Background: an optimization exercise with open tools, aiming at a short achievable clock period and few clock cycles. Do not read the settings as production practice. Only simulation tests tie the RTL to the original design; equivalence was not proved. Power is estimated from default activity; no workload was simulated.

==> try-raven: inputs <==
==> flow/design.v <==
module KSAdd #(parameter W = 32) (S, CO, A, B, CI);
output [W-1:0] S;
output         CO;
input  [W-1:0] A, B;
input          CI;
wire [W-1:0] p0 = A ^ B;
wire [W:0]   gl [0:6];
wire [W:0]   pl [0:6];
assign gl[0] = {A & B, CI};
assign pl[0] = {p0, 1'b0};
genvar l, i;
generate
  for (l = 0; l < 6; l = l + 1) begin : lev
    for (i = 0; i <= W; i = i + 1) begin : bit_
      if (i >= (1 << l)) begin : comb
        PGCell pg (gl[l+1][i], pl[l+1][i], gl[l][i], pl[l][i], gl[l][i - (1 << l)], pl[l][i - (1 << l)]);
      end else begin : pass
        assign gl[l+1][i] = gl[l][i];
        assign pl[l+1][i] = pl[l][i];
      end
    end
  end
endgenerate
assign S  = p0 ^ gl[6][W-1:0];
assign CO = gl[6][W];
endmodule
module PGCell(g, p, gh, ph, gl, pl);
output g, p;
input  gh, ph, gl, pl;
assign g = gh | (ph & gl);
assign p = ph & pl;
endmodule
module PipelinedMIPS(Clk,Rst,imem_addr,imem_rdata,dmem_addr,dmem_wdata,dmem_we,dmem_rdata);
input Clk,Rst;
output [31:0] imem_addr;
input  [31:0] imem_rdata;
output [31:0] dmem_addr;
output [31:0] dmem_wdata;
output        dmem_we;
input  [31:0] dmem_rdata;
localparam BI = 6;                  
localparam BN = 1 << BI;
reg  [31:2] pc;
reg  [BN-1:0] bp_v;                 
reg  [BN-1:0] bp_t;                 
reg  [BN-1:0] bp_s;                 
reg         d_v;
reg  [31:0] d_ins;
reg  [31:1] d_rso, d_rto;           
reg  [31:2] d_pc4;
reg  [BI-1:0] d_pci;
reg         d_pred;                 
reg         d_near;                 
reg         e_v;
reg  [31:0] e_a, e_b, e_sd;
reg         e_fa, e_fb, e_fs;
reg         e_and, e_or, e_nor, e_sll, e_srl, e_sra;
reg         e_add_nn, e_add_fn, e_add_nf, e_add_ff, e_sub_nn, e_sub_fn, e_sub_nf;
reg         e_slt_nn, e_slt_fn, e_slt_nf;
reg  [4:0]  e_sh;
reg  [4:0]  e_dst;
reg         e_rw, e_ld, e_st, e_br, e_beq, e_meq, e_mne;
reg         e_fa2, e_fb2, e_short;
reg  [31:2] e_rtgt;
reg  [BI-1:0] e_pci;
reg  [31:0] m_res, m_sd;
reg  [4:0]  m_dst;
reg         m_rw, m_ld, m_we;
reg  [31:0] rf [1:31];
integer k;
wire [31:0] fi = imem_rdata;
wire        f_j  = (fi[31:26] == 6'h02);
wire        f_br = (fi[31:27] == 5'b00010);           
wire [31:5] pch  = pc[31:5];
wire [31:5] pchi = pc[31:5] + 27'd1;
wire [3:0]  pcl4 = {1'b0, pc[4:2]} + 4'd1;
wire [31:2] pc4  = {pcl4[3] ? pchi : pch, pcl4[2:0]};
wire [31:2] f_jtgt = {pc4[31:28], fi[25:0]};
wire [3:0]  nl4 = {1'b0, pc[4:2]} + {1'b0, fi[2:0]} + 4'd1;
wire [31:2] f_near = {nl4[3] ? pchi : pch, nl4[2:0]};
wire [BI-1:0] f_pci = pc[BI+1:2];
wire        f_pred = f_br && (bp_v[f_pci] ? bp_t[f_pci] : fi[15]);
wire        f_tnear = bp_v[f_pci] && bp_t[f_pci] && bp_s[f_pci];
wire [31:2] f_npc;
FetchSel fsel_u (f_npc, fi[31:26], f_jtgt, f_tnear, f_near, pc4);
reg  [31:1] f_rso, f_rto;
always @(*) begin
  for (k = 1; k < 32; k = k + 1) begin
    f_rso[k] = (fi[25:21] == k);
    f_rto[k] = (fi[20:16] == k);
  end
end
wire [5:0]  op  = d_ins[31:26];
wire [4:0]  rs  = d_ins[25:21];
wire [4:0]  rt  = d_ins[20:16];
wire [4:0]  rd  = d_ins[15:11];
wire [5:0]  fn  = d_ins[5:0];
wire [15:0] imm = d_ins[15:0];
wire is_r    = (op == 6'h00);
wire is_addi = (op == 6'h08);
wire is_slti = (op == 6'h0A);
wire is_andi = (op == 6'h0C);
wire is_ori  = (op == 6'h0D);
wire is_lw   = (op == 6'h23);
wire is_sw   = (op == 6'h2B);
wire is_beq  = (op == 6'h04);
wire is_bne  = (op == 6'h05);
wire is_br   = is_beq | is_bne;
wire is_ialu = is_addi | is_slti | is_andi | is_ori;
wire is_shift = is_r && (fn == 6'h00 || fn == 6'h02 || fn == 6'h03);
wire uses_rs = (is_r && !is_shift) || is_ialu || is_lw || is_sw || is_br;
wire uses_rt = is_r || is_sw || is_br;
wire use_imm = is_ialu || is_lw || is_sw;
wire [4:0] d_dst = is_r ? rd : (is_ialu || is_lw) ? rt : 5'd0;
wire [31:0] sext  = {{16{imm[15]}}, imm};
wire [31:0] d_imm = (is_andi || is_ori) ? {16'd0, imm} : sext;
wire [31:0] m_val = m_ld ? dmem_rdata : m_res;
reg  [31:0] rs_rf, rt_rf;
always @(*) begin
  rs_rf = 32'd0;
  rt_rf = 32'd0;
  for (k = 1; k < 32; k = k + 1) begin
    rs_rf = rs_rf | ({32{d_rso[k]}} & rf[k]);
    rt_rf = rt_rf | ({32{d_rto[k]}} & rf[k]);
  end
end
wire [31:0] rs_val = (m_rw && m_dst == rs) ? m_val : rs_rf;
wire [31:0] rt_val = (m_rw && m_dst == rt) ? m_val : rt_rf;
wire fwd_s = e_v && e_rw && (e_dst == rs);
wire fwd_t = e_v && e_rw && (e_dst == rt);
wire fwd_b = fwd_t && !use_imm;
wire d_add = (is_r && fn == 6'h20) || is_addi || is_lw || is_sw;
wire d_sub = is_r && fn == 6'h22;
wire d_slt = (is_r && fn == 6'h2A) || is_slti;
wire stall = d_v && e_ld && ((uses_rs && fwd_s) || (uses_rt && fwd_t));
wire [31:2] d_btgt;
wire        d_btgt_co;
KSAdd #(30) btgt_u (d_btgt, d_btgt_co, d_pc4, {{14{imm[15]}}, imm}, 1'b0);
wire        d_short = (imm[15:3] == 13'd0);
wire        d_redir = d_v && d_pred && !(d_near && d_short);
wire [31:0] A  = e_fa ? m_res : e_a;
wire [31:0] B  = e_fb ? m_res : e_b;
wire [31:0] SD = e_fs ? m_res : e_sd;
wire [31:0] s_nn, s_fn, s_nf, d_nn, d_fn, d_nf;
wire        c0, c1, c2, c3, c4, c5;
KSAdd #(32) add_nn (s_nn, c0, e_a,   e_b,    1'b0);
KSAdd #(32) add_fn (s_fn, c1, m_res, e_b,    1'b0);
KSAdd #(32) add_nf (s_nf, c2, e_a,   m_res,  1'b0);
KSAdd #(32) sub_nn (d_nn, c3, e_a,   ~e_b,   1'b1);
KSAdd #(32) sub_fn (d_fn, c4, m_res, ~e_b,   1'b1);
KSAdd #(32) sub_nf (d_nf, c5, e_a,   ~m_res, 1'b1);
wire lt_nn = (e_a[31]   != e_b[31])   ? e_a[31]   : d_nn[31];
wire lt_fn = (m_res[31] != e_b[31])   ? m_res[31] : d_fn[31];
wire lt_nf = (e_a[31]   != m_res[31]) ? e_a[31]   : d_nf[31];
wire [31:0] shl  = B << e_sh;
wire [63:0] shx  = {{32{e_sra & B[31]}}, B} >> e_sh;
wire [31:0] shr  = shx[31:0];
wire [31:0] res_o = ({32{e_add_ff}} & {m_res[30:0], 1'b0}) |
                    ({32{e_and}} & (A & B)) | ({32{e_or}} & (A | B)) | ({32{e_nor}} & ~(A | B)) |
                    ({32{e_sll}} & shl) | ({32{e_srl | e_sra}} & shr);
wire [31:0] res;
ResMux resmux_u (res, res_o,
                 e_add_nn, s_nn, e_add_fn, s_fn, e_add_nf, s_nf,
                 e_sub_nn, d_nn, e_sub_fn, d_fn, e_sub_nf, d_nf,
                 e_slt_nn, lt_nn, e_slt_fn, lt_fn, e_slt_nf, lt_nf);
wire eq00, eq10, eq01;
Eq32 eq00_u (eq00, e_a, e_b);
Eq32 eq10_u (eq10, m_res, e_b);
Eq32 eq01_u (eq01, e_a, m_res);
wire eq    = e_fa2 ? (e_fb2 ? 1'b1 : eq10) : (e_fb2 ? eq01 : eq00);
wire e_mis = e_v && (eq ? e_meq : e_mne);
wire taken = eq ? e_beq : !e_beq;
assign imem_addr  = {pc, 2'b00};
assign dmem_addr  = m_res;
assign dmem_wdata = m_sd;
assign dmem_we    = m_we;
wire [31:2] pc_next;
PcSel pcsel_u (pc_next, Rst, e_mis, e_rtgt, stall, pc, d_redir, d_btgt, f_npc);
always @(posedge Clk)
  pc <= pc_next;
always @(posedge Clk) begin
  if (Rst || e_mis || (d_redir && !stall))
    d_v <= 1'b0;
  else if (!stall)
    d_v <= 1'b1;
  if (!stall) begin
    d_ins  <= fi;
    d_rso  <= f_rso;
    d_rto  <= f_rto;
    d_pc4  <= pc4;
    d_pci  <= f_pci;
    d_pred <= f_pred;
    d_near <= f_tnear && f_br;
  end
end
always @(posedge Clk) begin
  if (Rst || e_mis || stall)
    e_v <= 1'b0;
  else
    e_v <= d_v;
  e_rw  <= (d_dst != 5'd0);
  e_st  <= is_sw;
  e_br  <= is_br;
  e_meq <= is_br && (is_beq ^ d_pred);
  e_mne <= is_br && (is_bne ^ d_pred);
  e_fa2 <= fwd_s && is_br;
  e_fb2 <= fwd_t && is_br;
  e_a   <= rs_val;
  e_b   <= use_imm ? d_imm : rt_val;
  e_sd  <= rt_val;
  e_fa  <= fwd_s;
  e_fb  <= fwd_b;
  e_fs  <= fwd_t;
  e_add_nn <= d_add && !fwd_s && !fwd_b;
  e_add_fn <= d_add &&  fwd_s && !fwd_b;
  e_add_nf <= d_add && !fwd_s &&  fwd_b;
  e_add_ff <= d_add &&  fwd_s &&  fwd_b;
  e_sub_nn <= d_sub && !fwd_s && !fwd_b;
  e_sub_fn <= d_sub &&  fwd_s && !fwd_b;
  e_sub_nf <= d_sub && !fwd_s &&  fwd_b;
  e_slt_nn <= d_slt && !fwd_s && !fwd_b;
  e_slt_fn <= d_slt &&  fwd_s && !fwd_b;
  e_slt_nf <= d_slt && !fwd_s &&  fwd_b;
  e_and <= (is_r && fn == 6'h24) || is_andi;
  e_or  <= (is_r && fn == 6'h25) || is_ori;
  e_nor <= is_r && fn == 6'h27;
  e_sll <= is_r && fn == 6'h00;
  e_srl <= is_r && fn == 6'h02;
  e_sra <= is_r && fn == 6'h03;
  e_sh  <= d_ins[10:6];
  e_dst <= d_dst;
  e_ld  <= is_lw;
  e_beq <= is_beq;
  e_rtgt <= d_pred ? d_pc4 : d_btgt;
  e_short <= d_short;
  e_pci <= d_pci;
end
always @(posedge Clk) begin
  if (Rst) begin
    m_rw <= 1'b0;
    m_we <= 1'b0;
  end else begin
    m_rw <= e_v && e_rw;
    m_we <= e_v && e_st;
  end
  m_ld  <= e_ld;
  m_res <= res;
  m_sd  <= SD;
  m_dst <= e_dst;
end
always @(posedge Clk) begin
  if (m_rw)
    rf[m_dst] <= m_val;
end
reg          u_en, u_t, u_s;
reg [BI-1:0] u_i;
always @(posedge Clk) begin
  u_en <= !Rst && e_v && e_br;
  u_t  <= taken;
  u_s  <= e_short;
  u_i  <= e_pci;
end
always @(posedge Clk) begin
  if (Rst)
    bp_v <= {BN{1'b0}};
  else if (u_en)
    bp_v[u_i] <= 1'b1;
  if (u_en) begin
    bp_t[u_i] <= u_t;
    bp_s[u_i] <= u_s;
  end
end
endmodule
module FetchSel(npc, op, jtgt, tnear, near, pc4);
output [31:2] npc;
input  [5:0]  op;
input  [31:2] jtgt, near, pc4;
input         tnear;
wire j  = (op == 6'h02);
wire br = (op[5:1] == 5'b00010);
assign npc = j ? jtgt : (br && tnear) ? near : pc4;
endmodule
module PcSel(npc, rst, emis, etgt, stall, pc, dredir, dtgt, fnpc);
output [31:2] npc;
input         rst, emis, stall, dredir;
input  [31:2] etgt, pc, dtgt, fnpc;
assign npc = rst ? 30'd0 : emis ? etgt : stall ? pc : dredir ? dtgt : fnpc;
endmodule
module Eq32(eq, a, b);
output eq;
input [31:0] a, b;
assign eq = (a == b);
endmodule
module ResMux(res, other, a0, s0, a1, s1, a2, s2, b0, d0, b1, d1, b2, d2, c0, l0, c1, l1, c2, l2);
output [31:0] res;
input  [31:0] other, s0, s1, s2, d0, d1, d2;
input         a0, a1, a2, b0, b1, b2, c0, c1, c2, l0, l1, l2;
assign res = other | ({32{a0}} & s0) | ({32{a1}} & s1) | ({32{a2}} & s2) |
             ({32{b0}} & d0) | ({32{b1}} & d1) | ({32{b2}} & d2) |
             {31'd0, (c0 & l0) | (c1 & l1) | (c2 & l2)};
endmodule
==> flow/flow/run.sh <==
#!/bin/bash
# Standard ORFS layout, with timing repair pushed past the 10 ns target (setup margin) and
# without the full-adder cell mapping, whose cells split the adders into slow ripple chains.
set -euo pipefail
bash standard.sh SETUP_SLACK_MARGIN=6.7 ADDER_MAP_FILE= finish > flow_make.log 2>&1
==> flow/standard.sh <==
#!/bin/bash
# synth_recipe.tcl (not shown) runs the flow's synth.tcl, then flattens the netlist and writes it again
# the make line also repeats each setting of config.mk as NAME=value (left out here)
make -C /OpenROAD-flow-scripts/flow DESIGN_CONFIG=/design/flow/config.mk WORK_HOME=/design/flow/orfs CLKGATE_MAP_FILE= SYNTH_SCRIPT=/design/flow/synth_recipe.tcl "${@:-finish}"
==> flow/config.mk <==
export PLATFORM = sky130hd
export DESIGN_NAME = PipelinedMIPS
export DESIGN_NICKNAME = PipelinedMIPS
export VERILOG_FILES = /design/flow/design.v
export SDC_FILE = /design/flow/constraint.sdc
export NUM_CORES = 4
export LEC_CHECK = 0
export CAP_MARGIN = 40
export CORE_MARGIN = 2
export CORE_UTILIZATION = 40
export SLEW_MARGIN = 40
export SYNTH_HIERARCHICAL = 1
==> flow/constraint.sdc <==
create_clock -name core_clock -period 10.0 [get_ports {Clk}]
set_input_delay 2.0000 -clock core_clock [delete_from_list [all_inputs] [get_ports {Clk}]]
set_output_delay 2.0000 -clock core_clock [all_outputs]
set_load 0.01 [all_outputs]
==> try-ember: changes against try-raven <==
==> flow/design.v, changed modules only <==
module KSAdd #(parameter W = 32) (S, CM, A, B, CI);
output [W-1:0] S;
output         CM;                 
input  [W-1:0] A, B;
input          CI;
localparam L = (W > 32) ? 6 : (W > 16) ? 5 : (W > 8) ? 4 : 3;
wire [W-1:0] p0 = A ^ B;
wire [W-1:0] gl [0:L];
wire [W-1:0] pl [0:L];
assign gl[0] = {A[W-2:0] & B[W-2:0], CI};
assign pl[0] = {p0[W-2:0], 1'b0};
genvar l, i;
generate
  for (l = 0; l < L; l = l + 1) begin : lev
    for (i = 0; i < W; i = i + 1) begin : bit_
      if (i >= (1 << l)) begin : comb
        if (l % 2 == 0) begin : n
          PGCellN pg (gl[l+1][i], pl[l+1][i], gl[l][i], pl[l][i], gl[l][i - (1 << l)], pl[l][i - (1 << l)]);
        end else begin : p
          PGCellP pg (gl[l+1][i], pl[l+1][i], gl[l][i], pl[l][i], gl[l][i - (1 << l)], pl[l][i - (1 << l)]);
        end
      end else begin : pass
        assign gl[l+1][i] = ~gl[l][i];
        assign pl[l+1][i] = ~pl[l][i];
      end
    end
  end
endgenerate
wire [W-1:0] c = (L % 2 == 1) ? ~gl[L] : gl[L];
assign S  = p0 ^ c;
assign CM = c[W-1];
endmodule
module PGCellN(gn, pn, gh, ph, gl, pl);
output gn, pn;
input  gh, ph, gl, pl;
assign gn = ~(gh | (ph & gl));
assign pn = ~(ph & pl);
endmodule
module PGCellP(g, p, ghn, phn, gln, pln);
output g, p;
input  ghn, phn, gln, pln;
assign g = ~(ghn & (phn | gln));
assign p = ~(phn | pln);
endmodule
module PipelinedMIPS(Clk,Rst,imem_addr,imem_rdata,dmem_addr,dmem_wdata,dmem_we,dmem_rdata);
input Clk,Rst;
output [31:0] imem_addr;
input  [31:0] imem_rdata;
output [31:0] dmem_addr;
output [31:0] dmem_wdata;
output        dmem_we;
input  [31:0] dmem_rdata;
localparam BI = 6;                  
localparam BN = 1 << BI;
reg  [31:2] pc;
reg  [BN-1:0] bp_v;                 
reg  [BN-1:0] bp_t;                 
reg  [BN-1:0] bp_s;                 
reg  [4*BN-1:0] bp_n;               
reg         d_v;
reg  [31:0] d_ins;
reg  [31:1] d_rso, d_rto;           
reg  [31:2] d_pc4;
reg  [BI-1:0] d_pci;
reg         d_pred;                 
reg         d_near;                 
reg  [3:0]  d_nl;
reg         e_v;
reg  [31:0] e_a, e_b, e_sd;
reg         e_fa, e_fb, e_fs;
reg         e_and, e_or, e_nor, e_sll, e_srl, e_sra;
reg         e_add_nn, e_add_fn, e_add_nf, e_add_ff, e_sub_nn, e_sub_fn, e_sub_nf;
reg         e_slt_nn, e_slt_fn, e_slt_nf;
reg  [4:0]  e_sh;
reg  [4:0]  e_dst;
reg         e_rw, e_ld, e_st, e_br, e_beq, e_meq, e_mne;
reg         e_fa2, e_fb2, e_short;
reg  [3:0]  e_t4;
reg  [31:2] e_rtgt;
reg  [BI-1:0] e_pci;
reg  [31:0] m_res, m_sd;
reg  [4:0]  m_dst;
reg         m_rw, m_ld, m_we;
reg  [31:0] rf [1:31];
integer k;
wire [31:0] fi = imem_rdata;
wire        f_j  = (fi[31:26] == 6'h02);
wire        f_br = (fi[31:27] == 5'b00010);           
wire [31:5] pch  = pc[31:5];
wire [31:5] pchi = pc[31:5] + 27'd1;
wire [3:0]  pcl4 = {1'b0, pc[4:2]} + 4'd1;
wire [31:2] pc4  = {pcl4[3] ? pchi : pch, pcl4[2:0]};
wire [31:2] f_jtgt = {pc4[31:28], fi[25:0]};
wire [BI-1:0] f_pci = pc[BI+1:2];
wire        f_pred = f_br && (bp_v[f_pci] ? bp_t[f_pci] : fi[15]);
wire        f_tnear = bp_v[f_pci] && bp_t[f_pci] && bp_s[f_pci];
wire [3:0]  f_nl = bp_n[4*f_pci +: 4];
wire [31:2] f_npc;
wire [31:2] f_near = {f_nl[3] ? pchi : pch, f_nl[2:0]};
FetchSel #(10) fsel_h (f_npc[31:22], fi[31:26], f_tnear, f_jtgt[31:22], f_near[31:22], pc4[31:22]);
FetchSel #(10) fsel_m (f_npc[21:12], fi[31:26], f_tnear, f_jtgt[21:12], f_near[21:12], pc4[21:12]);
FetchSel #(10) fsel_l (f_npc[11:2],  fi[31:26], f_tnear, f_jtgt[11:2],  f_near[11:2],  pc4[11:2]);
reg  [31:1] f_rso, f_rto;
always @(*) begin
  for (k = 1; k < 32; k = k + 1) begin
    f_rso[k] = (fi[25:21] == k);
    f_rto[k] = (fi[20:16] == k);
  end
end
wire [5:0]  op  = d_ins[31:26];
wire [4:0]  rs  = d_ins[25:21];
wire [4:0]  rt  = d_ins[20:16];
wire [4:0]  rd  = d_ins[15:11];
wire [5:0]  fn  = d_ins[5:0];
wire [15:0] imm = d_ins[15:0];
wire is_r    = (op == 6'h00);
wire is_addi = (op == 6'h08);
wire is_slti = (op == 6'h0A);
wire is_andi = (op == 6'h0C);
wire is_ori  = (op == 6'h0D);
wire is_lw   = (op == 6'h23);
wire is_sw   = (op == 6'h2B);
wire is_beq  = (op == 6'h04);
wire is_bne  = (op == 6'h05);
wire is_br   = is_beq | is_bne;
wire is_ialu = is_addi | is_slti | is_andi | is_ori;
wire is_shift = is_r && (fn == 6'h00 || fn == 6'h02 || fn == 6'h03);
wire uses_rs = (is_r && !is_shift) || is_ialu || is_lw || is_sw || is_br;
wire uses_rt = is_r || is_sw || is_br;
wire use_imm = is_ialu || is_lw || is_sw;
wire [4:0] d_dst = is_r ? rd : (is_ialu || is_lw) ? rt : 5'd0;
wire [31:0] sext  = {{16{imm[15]}}, imm};
wire [31:0] d_imm = (is_andi || is_ori) ? {16'd0, imm} : sext;
wire [31:0] m_val = m_ld ? dmem_rdata : m_res;
reg  [31:0] rs_rf, rt_rf;
always @(*) begin
  rs_rf = 32'd0;
  rt_rf = 32'd0;
  for (k = 1; k < 32; k = k + 1) begin
    rs_rf = rs_rf | ({32{d_rso[k]}} & rf[k]);
    rt_rf = rt_rf | ({32{d_rto[k]}} & rf[k]);
  end
end
wire [31:0] rs_val = (m_rw && m_dst == rs) ? m_val : rs_rf;
wire [31:0] rt_val = (m_rw && m_dst == rt) ? m_val : rt_rf;
wire fwd_s = e_v && e_rw && (e_dst == rs);
wire fwd_t = e_v && e_rw && (e_dst == rt);
wire fwd_b = fwd_t && !use_imm;
wire d_add = (is_r && fn == 6'h20) || is_addi || is_lw || is_sw;
wire d_sub = is_r && fn == 6'h22;
wire d_slt = (is_r && fn == 6'h2A) || is_slti;
wire stall = d_v && e_ld && ((uses_rs && fwd_s) || (uses_rt && fwd_t));
wire [31:2] d_btgt;
wire        d_btgt_cm;
KSAdd #(30) btgt_u (d_btgt, d_btgt_cm, d_pc4, {{14{imm[15]}}, imm}, 1'b0);
wire        d_short = (imm[15:3] == 13'd0);
wire [3:0]  d_t4 = {1'b0, d_pci[2:0]} + {1'b0, imm[2:0]} + 4'd1;
wire        d_redir = d_v && d_pred && !(d_near && d_short && d_nl == d_t4);
wire [31:0] A  = e_fa ? m_res : e_a;
wire [31:0] B  = e_fb ? m_res : e_b;
wire [31:0] SD = e_fs ? m_res : e_sd;
wire [31:0] s_nn, s_fn, s_nf, d_nn, d_fn, d_nf;
wire        m0, m1, m2, m3, m4, m5;
KSAdd #(32) add_nn (s_nn, m0, e_a,   e_b,    1'b0);
KSAdd #(32) add_fn (s_fn, m1, m_res, e_b,    1'b0);
KSAdd #(32) add_nf (s_nf, m2, e_a,   m_res,  1'b0);
KSAdd #(32) sub_nn (d_nn, m3, e_a,   ~e_b,   1'b1);
KSAdd #(32) sub_fn (d_fn, m4, m_res, ~e_b,   1'b1);
KSAdd #(32) sub_nf (d_nf, m5, e_a,   ~m_res, 1'b1);
wire lt_nn = (e_a[31]   != e_b[31])   ? e_a[31]   : !m3;
wire lt_fn = (m_res[31] != e_b[31])   ? m_res[31] : !m4;
wire lt_nf = (e_a[31]   != m_res[31]) ? e_a[31]   : !m5;
wire [31:0] shl  = B << e_sh;
wire [63:0] shx  = {{32{e_sra & B[31]}}, B} >> e_sh;
wire [31:0] shr  = shx[31:0];
wire [31:0] res_o = ({32{e_add_ff}} & {m_res[30:0], 1'b0}) |
                    ({32{e_and}} & (A & B)) | ({32{e_or}} & (A | B)) | ({32{e_nor}} & ~(A | B)) |
                    ({32{e_sll}} & shl) | ({32{e_srl | e_sra}} & shr);
wire [31:0] res;
ResMux resmux_u (res, res_o,
                 e_add_nn, s_nn, e_add_fn, s_fn, e_add_nf, s_nf,
                 e_sub_nn, d_nn, e_sub_fn, d_fn, e_sub_nf, d_nf,
                 e_slt_nn, lt_nn, e_slt_fn, lt_fn, e_slt_nf, lt_nf);
wire eq00, eq10, eq01;
Eq32 eq00_u (eq00, e_a, e_b);
Eq32 eq10_u (eq10, m_res, e_b);
Eq32 eq01_u (eq01, e_a, m_res);
wire eq    = e_fa2 ? (e_fb2 ? 1'b1 : eq10) : (e_fb2 ? eq01 : eq00);
wire e_mis = e_v && (eq ? e_meq : e_mne);
wire taken = eq ? e_beq : !e_beq;
assign imem_addr  = {pc, 2'b00};
assign dmem_addr  = m_res;
assign dmem_wdata = m_sd;
assign dmem_we    = m_we;
wire [31:2] pc_next;
PcSel #(10) pcsel_h (pc_next[31:22], Rst, e_mis, e_rtgt[31:22], stall, pc[31:22], d_redir, d_btgt[31:22], f_npc[31:22]);
PcSel #(10) pcsel_m (pc_next[21:12], Rst, e_mis, e_rtgt[21:12], stall, pc[21:12], d_redir, d_btgt[21:12], f_npc[21:12]);
PcSel #(10) pcsel_l (pc_next[11:2],  Rst, e_mis, e_rtgt[11:2],  stall, pc[11:2],  d_redir, d_btgt[11:2],  f_npc[11:2]);
always @(posedge Clk)
  pc <= pc_next;
always @(posedge Clk) begin
  if (Rst || e_mis || (d_redir && !stall))
    d_v <= 1'b0;
  else if (!stall)
    d_v <= 1'b1;
  if (!stall) begin
    d_ins  <= fi;
    d_rso  <= f_rso;
    d_rto  <= f_rto;
    d_pc4  <= pc4;
    d_pci  <= f_pci;
    d_pred <= f_pred;
    d_near <= f_tnear && f_br;
    d_nl   <= f_nl;
  end
end
always @(posedge Clk) begin
  if (Rst || e_mis || stall)
    e_v <= 1'b0;
  else
    e_v <= d_v;
  e_rw  <= (d_dst != 5'd0);
  e_st  <= is_sw;
  e_br  <= is_br;
  e_meq <= is_br && (is_beq ^ d_pred);
  e_mne <= is_br && (is_bne ^ d_pred);
  e_fa2 <= fwd_s && is_br;
  e_fb2 <= fwd_t && is_br;
  e_a   <= rs_val;
  e_b   <= use_imm ? d_imm : rt_val;
  e_sd  <= rt_val;
  e_fa  <= fwd_s;
  e_fb  <= fwd_b;
  e_fs  <= fwd_t;
  e_add_nn <= d_add && !fwd_s && !fwd_b;
  e_add_fn <= d_add &&  fwd_s && !fwd_b;
  e_add_nf <= d_add && !fwd_s &&  fwd_b;
  e_add_ff <= d_add &&  fwd_s &&  fwd_b;
  e_sub_nn <= d_sub && !fwd_s && !fwd_b;
  e_sub_fn <= d_sub &&  fwd_s && !fwd_b;
  e_sub_nf <= d_sub && !fwd_s &&  fwd_b;
  e_slt_nn <= d_slt && !fwd_s && !fwd_b;
  e_slt_fn <= d_slt &&  fwd_s && !fwd_b;
  e_slt_nf <= d_slt && !fwd_s &&  fwd_b;
  e_and <= (is_r && fn == 6'h24) || is_andi;
  e_or  <= (is_r && fn == 6'h25) || is_ori;
  e_nor <= is_r && fn == 6'h27;
  e_sll <= is_r && fn == 6'h00;
  e_srl <= is_r && fn == 6'h02;
  e_sra <= is_r && fn == 6'h03;
  e_sh  <= d_ins[10:6];
  e_dst <= d_dst;
  e_ld  <= is_lw;
  e_beq <= is_beq;
  e_rtgt <= d_pred ? d_pc4 : d_btgt;
  e_short <= d_short;
  e_t4 <= d_t4;
  e_pci <= d_pci;
end
always @(posedge Clk) begin
  if (Rst) begin
    m_rw <= 1'b0;
    m_we <= 1'b0;
  end else begin
    m_rw <= e_v && e_rw;
    m_we <= e_v && e_st;
  end
  m_ld  <= e_ld;
  m_res <= res;
  m_sd  <= SD;
  m_dst <= e_dst;
end
always @(posedge Clk) begin
  if (m_rw)
    rf[m_dst] <= m_val;
end
reg          u_en, u_t, u_s;
reg [3:0]    u_t4;
reg [BI-1:0] u_i;
always @(posedge Clk) begin
  u_en <= !Rst && e_v && e_br;
  u_t  <= taken;
  u_s  <= e_short;
  u_t4 <= e_t4;
  u_i  <= e_pci;
end
always @(posedge Clk) begin
  if (Rst)
    bp_v <= {BN{1'b0}};
  else if (u_en)
    bp_v[u_i] <= 1'b1;
  if (u_en) begin
    bp_t[u_i] <= u_t;
    bp_s[u_i] <= u_s;
    bp_n[4*u_i +: 4] <= u_t4;
  end
end
endmodule
module FetchSel #(parameter W = 30) (npc, op, tnear, jtgt, near, pc4);
output [W-1:0] npc;
input  [5:0]   op;
input          tnear;
input  [W-1:0] jtgt, near, pc4;
wire j  = (op == 6'h02);
wire br = (op[5:1] == 5'b00010);
assign npc = j ? jtgt : (br && tnear) ? near : pc4;
endmodule
module PcSel #(parameter W = 30) (npc, rst, emis, etgt, stall, pc, dredir, dtgt, fnpc);
output [W-1:0] npc;
input          rst, emis, stall, dredir;
input  [W-1:0] etgt, pc, dtgt, fnpc;
assign npc = rst ? {W{1'b0}} : emis ? etgt : stall ? pc : dredir ? dtgt : fnpc;
endmodule
// module PGCell removed
==> flow/flow/run.sh (replaced) <==
#!/bin/bash
set -euo pipefail
bash standard.sh SETUP_SLACK_MARGIN=6.7 ADDER_MAP_FILE= \
  "BUFFER_PORTS_ARGS=-buffer_cell sky130_fd_sc_hd__buf_6" finish > flow_make.log 2>&1
==> run notes <==
In critical path depth, try-ember and try-raven do not differ.
Total power: try-raven is lower than try-ember (12%).
In try-ember the final area is larger than in try-raven, by 14%.
Of try-ember and try-raven, try-ember has the higher cell count (gap 11%, measured against try-raven).
Of try-raven and try-ember, try-raven has the higher global-route usage (gap 3.0 points).
Between try-ember and try-raven, the lower wire length is in try-raven (gap 5.6%, measured against try-raven).
Against try-ember, the via count of try-raven is lower by 8.2%.
Utilization is about the same in try-raven and try-ember.
Between try-raven and try-ember, the lower clock skew is in try-raven (gap 0.072 ns).
Against try-ember, the non-clock buffer count of try-raven is lower by 72.
Against try-raven, the synthesized area of try-ember is larger by about 14%.
==> figures <==
| quantity | try-ember | try-raven |
|---|---|---|
| Buffer count excluding the clock tree in the final layout | 780 | 708 |
| Final worst slack | 6.32 ns | 6.38 ns |
| Vias post-DR | 90200 | 82800 |
| Die H | 521 um | 487 um |
| Number of buffers on the longest clock path | 4 | 3 |
| Transition time of the tightest slew-check pin | 1.13 ns | 1.05 ns |
| Global routing usage on met2 | 0.521 | 0.550 |
| Inserted Clock Buffers | 205 | 169 |
| Number of combinational gates with multiple inputs | 6150 | 5776 |
| Sinks on the clock net | 1868 | 1600 |
| Worst hold margin | 0.319 ns | 0.328 ns |
| Number of antenna diodes | 22 | 26 |
| Number of antenna violations at the first check in global routing | 35 | 24 |
| Initial Utilization | 0.403 | 0.402 |
| Maximum operating frequency | 272 MHz | 277 MHz |
| Number of cells in the design after placement | 12200 | 11000 |
| Seq. cell area | 52900 sq um | 44900 sq um |
| Met3 routed WL | 70100 um | 72400 um |
| Slowest stage cell on the critical path | or4_4 | or3_4 |
| Total chip power | 0.0219 W | 0.0193 W |
| Outcome | finished clean | finished clean |
| Total number of nets in the final design | 9271 | 8452 |
| Non-filler cells, final | 12900 | 11600 |
Testbench counts of try-raven, summed over its fixed seeds: cycles 30,107.
Testbench counts of try-ember, summed over its fixed seeds: cycles 30,119.

==> afterwards: timing with drivers on the ports <==
Ports are ideal in the flow. The routed layouts listed here were re-timed in OpenROAD. Step 1 assumes that a clkbuf_16 drives the clock port and a buf_2 every other input. Step 2 times the ports against the registers' clock, not the clock port: input delays grow and output delays shrink by t, the midpoint of the rising clock arrivals with the driver on. a / b / c = no drivers / after step 1 / after step 2; a / b = the first two.
| run | t, ns | setup WS [ns] | worst slew at a driven data input, ns |
|---|---|---|---|
| try-raven | 0.921 | 6.385 / 6.385 / 5.654 | 0.12 |
| try-ember | 0.966 | 6.324 / 6.249 / 5.811 | 0.21 |
After both steps setup and hold are still met in every run listed. For try-raven, which loses most, drivers alone change the setup slack by 0.000 ns; drivers and shift together by -0.731 ns.
